Background: an optimization exercise with open tools, aiming at small area, a short achievable clock period and few clock cycles per item. Do not read the settings as production practice. Function was checked by simulation only, so behaviour that the tests miss may differ from the original. Power is estimated from default activity; no workload was simulated.

Setup of run 1:
Design systolic_pe, start of the top module:
module systolic_pe(
  clk, reset, cntrl,
  i_stb, o_stb, i_busy, o_busy,
  data_in, weight_in, acc_in,
  acc_out, data_out, weight_out
);
  input wire clk;
  input wire reset;
  input wire cntrl;
  input wire i_stb;
  input wire i_busy;
  input wire [7:0] data_in;
  input wire [7:0] weight_in;
  input wire [31:0] acc_in;
  output wire [31:0] acc_out;
  output wire [7:0] data_out;
  output wire [7:0] weight_out;
  output wire o_stb;
  output wire o_busy;
  reg valid;
  wire load = ~valid | ~i_busy;
  always @(posedge clk) begin
    if (reset) valid <= 1'b0;
    else if (load) valid <= i_stb;
  end
  assign o_stb  = valid;
  assign o_busy = valid;
  wire pp0_0 = data_in[0] & weight_in[0];
  wire pp0_1 = data_in[0] & weight_in[1];
  wire pp0_2 = data_in[0] & weight_in[2];
  wire pp0_3 = data_in[0] & weight_in[3];
  wire pp0_4 = data_in[0] & weight_in[4];
  wire pp0_5 = data_in[0] & weight_in[5];
  ...
==> flow/config.mk <==
export PLATFORM = sky130hd
export DESIGN_NAME = systolic_pe
export DESIGN_NICKNAME = systolic_pe
export VERILOG_FILES = /design/flow/design.v
export SDC_FILE = /design/flow/constraint.sdc
export NUM_CORES = 4
export LEC_CHECK = 0
export CAP_MARGIN = 20
export CORE_MARGIN = 2
export CORE_UTILIZATION = 40
export SETUP_SLACK_MARGIN = 1.5
export SLEW_MARGIN = 20
==> flow/constraint.sdc <==
create_clock -name core_clock -period 5.0 [get_ports {clk}]
set_input_delay 1.0000 -clock core_clock [delete_from_list [all_inputs] [get_ports {clk}]]
set_output_delay 1.0000 -clock core_clock [all_outputs]
set_load 0.01 [all_outputs]
standard.sh (not shown) runs the stock make flow with config.mk's settings and CLKGATE_MAP_FILE= SYNTH_SCRIPT=/design/flow/synth_recipe.tcl, a recipe that flattens the netlist after the stock synthesis.
==> flow/flow/run.sh <==
#!/bin/bash
# The standard layout (standard.sh) with three changes:
# - Yosys's synth runs without its quick internal abc pass, so the full adders
#   are extracted without extra inverters; the final abc mapping still runs.
# - The port buffers are buf_1 cells; timing repair upsizes the critical ones.
# - Clock tree synthesis inserts no dummy loads.
# standard.sh writes each tool's log under orfs/logs; its own output goes to
# standard_flow.log here.
set -euo pipefail
export SYNTH_ARGS="-noabc"
export BUFFER_PORTS_ARGS="-buffer_cell sky130_fd_sc_hd__buf_1"
export CTS_ARGS="-sink_clustering_enable -repair_clock_nets -dont_use_dummy_load"
bash standard.sh finish > standard_flow.log 2>&1
Testbench counts of run 1, summed over its fixed seeds: cycles 2,056, items 2,048.
#### Input delta (run 2 over run 1)
==> flow/flow/run.sh <==
#!/bin/bash
# The standard layout, with two changes: Yosys's synth runs without its quick
# internal abc pass (so the full adders extract without inverters; the final
# abc mapping still runs), and the port buffers are plain buffer cells.
set -euo pipefail
export SYNTH_ARGS="-noabc"
export BUFFER_PORTS_ARGS="-buffer_cell sky130_fd_sc_hd__buf_1"
export CTS_ARGS="-sink_clustering_enable -repair_clock_nets -dont_use_dummy_load"
bash standard.sh finish > standard_flow.log 2>&1
diff --git a/flow/config.mk b/flow/config.mk
--- a/flow/config.mk
+++ b/flow/config.mk
@@ -10,0 +11 @@
+export GPL_TIMING_DRIVEN = 0
--- outcome ---
Run 2: full flow OK, the timing, DRC and antenna checks passed
Per the comparison of run 2 with run 1, cell area after layout now larger; number of standard cells in the final layout excluding fillers moved up.
For the non-clock buffer count, run 2 came in 5 higher than run 1 did.
Going from run 1 to run 2, count of fill cells added during filler insertion shrank by 27, peak ir drop on the vdd network shrank by 18%.
What run 3 does differently from run 2 at the input level:
diff --git a/flow/flow/run.sh b/flow/flow/run.sh
--- a/flow/flow/run.sh
+++ b/flow/flow/run.sh
@@ -8 +8 @@
-export CTS_ARGS="-sink_clustering_enable -repair_clock_nets -dont_use_dummy_load"
+export CTS_ARGS="-sink_clustering_enable -repair_clock_nets -dont_use_dummy_load -buf_list sky130_fd_sc_hd__clkbuf_4"
diff --git a/flow/config.mk b/flow/config.mk
--- a/flow/config.mk
+++ b/flow/config.mk
@@ -11 +10,0 @@
-export GPL_TIMING_DRIVEN = 0
[summary]
Of run 3 and run 2, it is run 3 that has the lower final standard cell area without fillers. Run 3 -> run 2: count of input and output buffers delta 0, exact match. Reported for run 3 and run 2, count of clock-buffer cells in the layout turned out identical to the last digit. Run 3 vs. run 2: setup slack of the critical path after layout higher; minimum hold slack -21 ps; via density per instance went up about 1%; combinational power share went up. Simple-gate share of the synthesized area came out exactly the same in run 3 and run 2.

## separate check: timing with driven ports
No port has a modelled driver above. Below, the same layouts with a new extraction and two added sets of constraints. Step 1 sets driving cells, clkbuf_16 on the clock port and buf_2 on the other inputs (assumed; they add their load-dependent delay and slew). Step 2, shift: input delay + t, output delay - t, t = (earliest + latest rising clock arrival at the registers) / 2. This alone moves slack from input paths to output paths. a / b / c = no drivers / after step 1 / after step 2; a / b = the first two.
| run | shift t [ns] | setup slack, ns | worst setup path at the end | clock arrival spread, ns | cell pins on the clock port's net |
|---|---|---|---|---|---|
| run 1 | 0.362 | 1.566 / 1.579 / 1.217 | input to register | 0.028 / 0.028 | 1 |
| run 2 | 0.362 | 1.560 / 1.560 / 1.212 | input to register | 0.034 / 0.034 | 1 |
| run 3 | 0.434 | 1.577 / 1.586 / 1.152 | input to register | 0.042 / 0.042 | 1 |
After both steps every run listed still meets setup and hold. The setup slack of run 3, which loses most, moves by +0.009 ns with the drivers and by -0.425 ns with both steps.
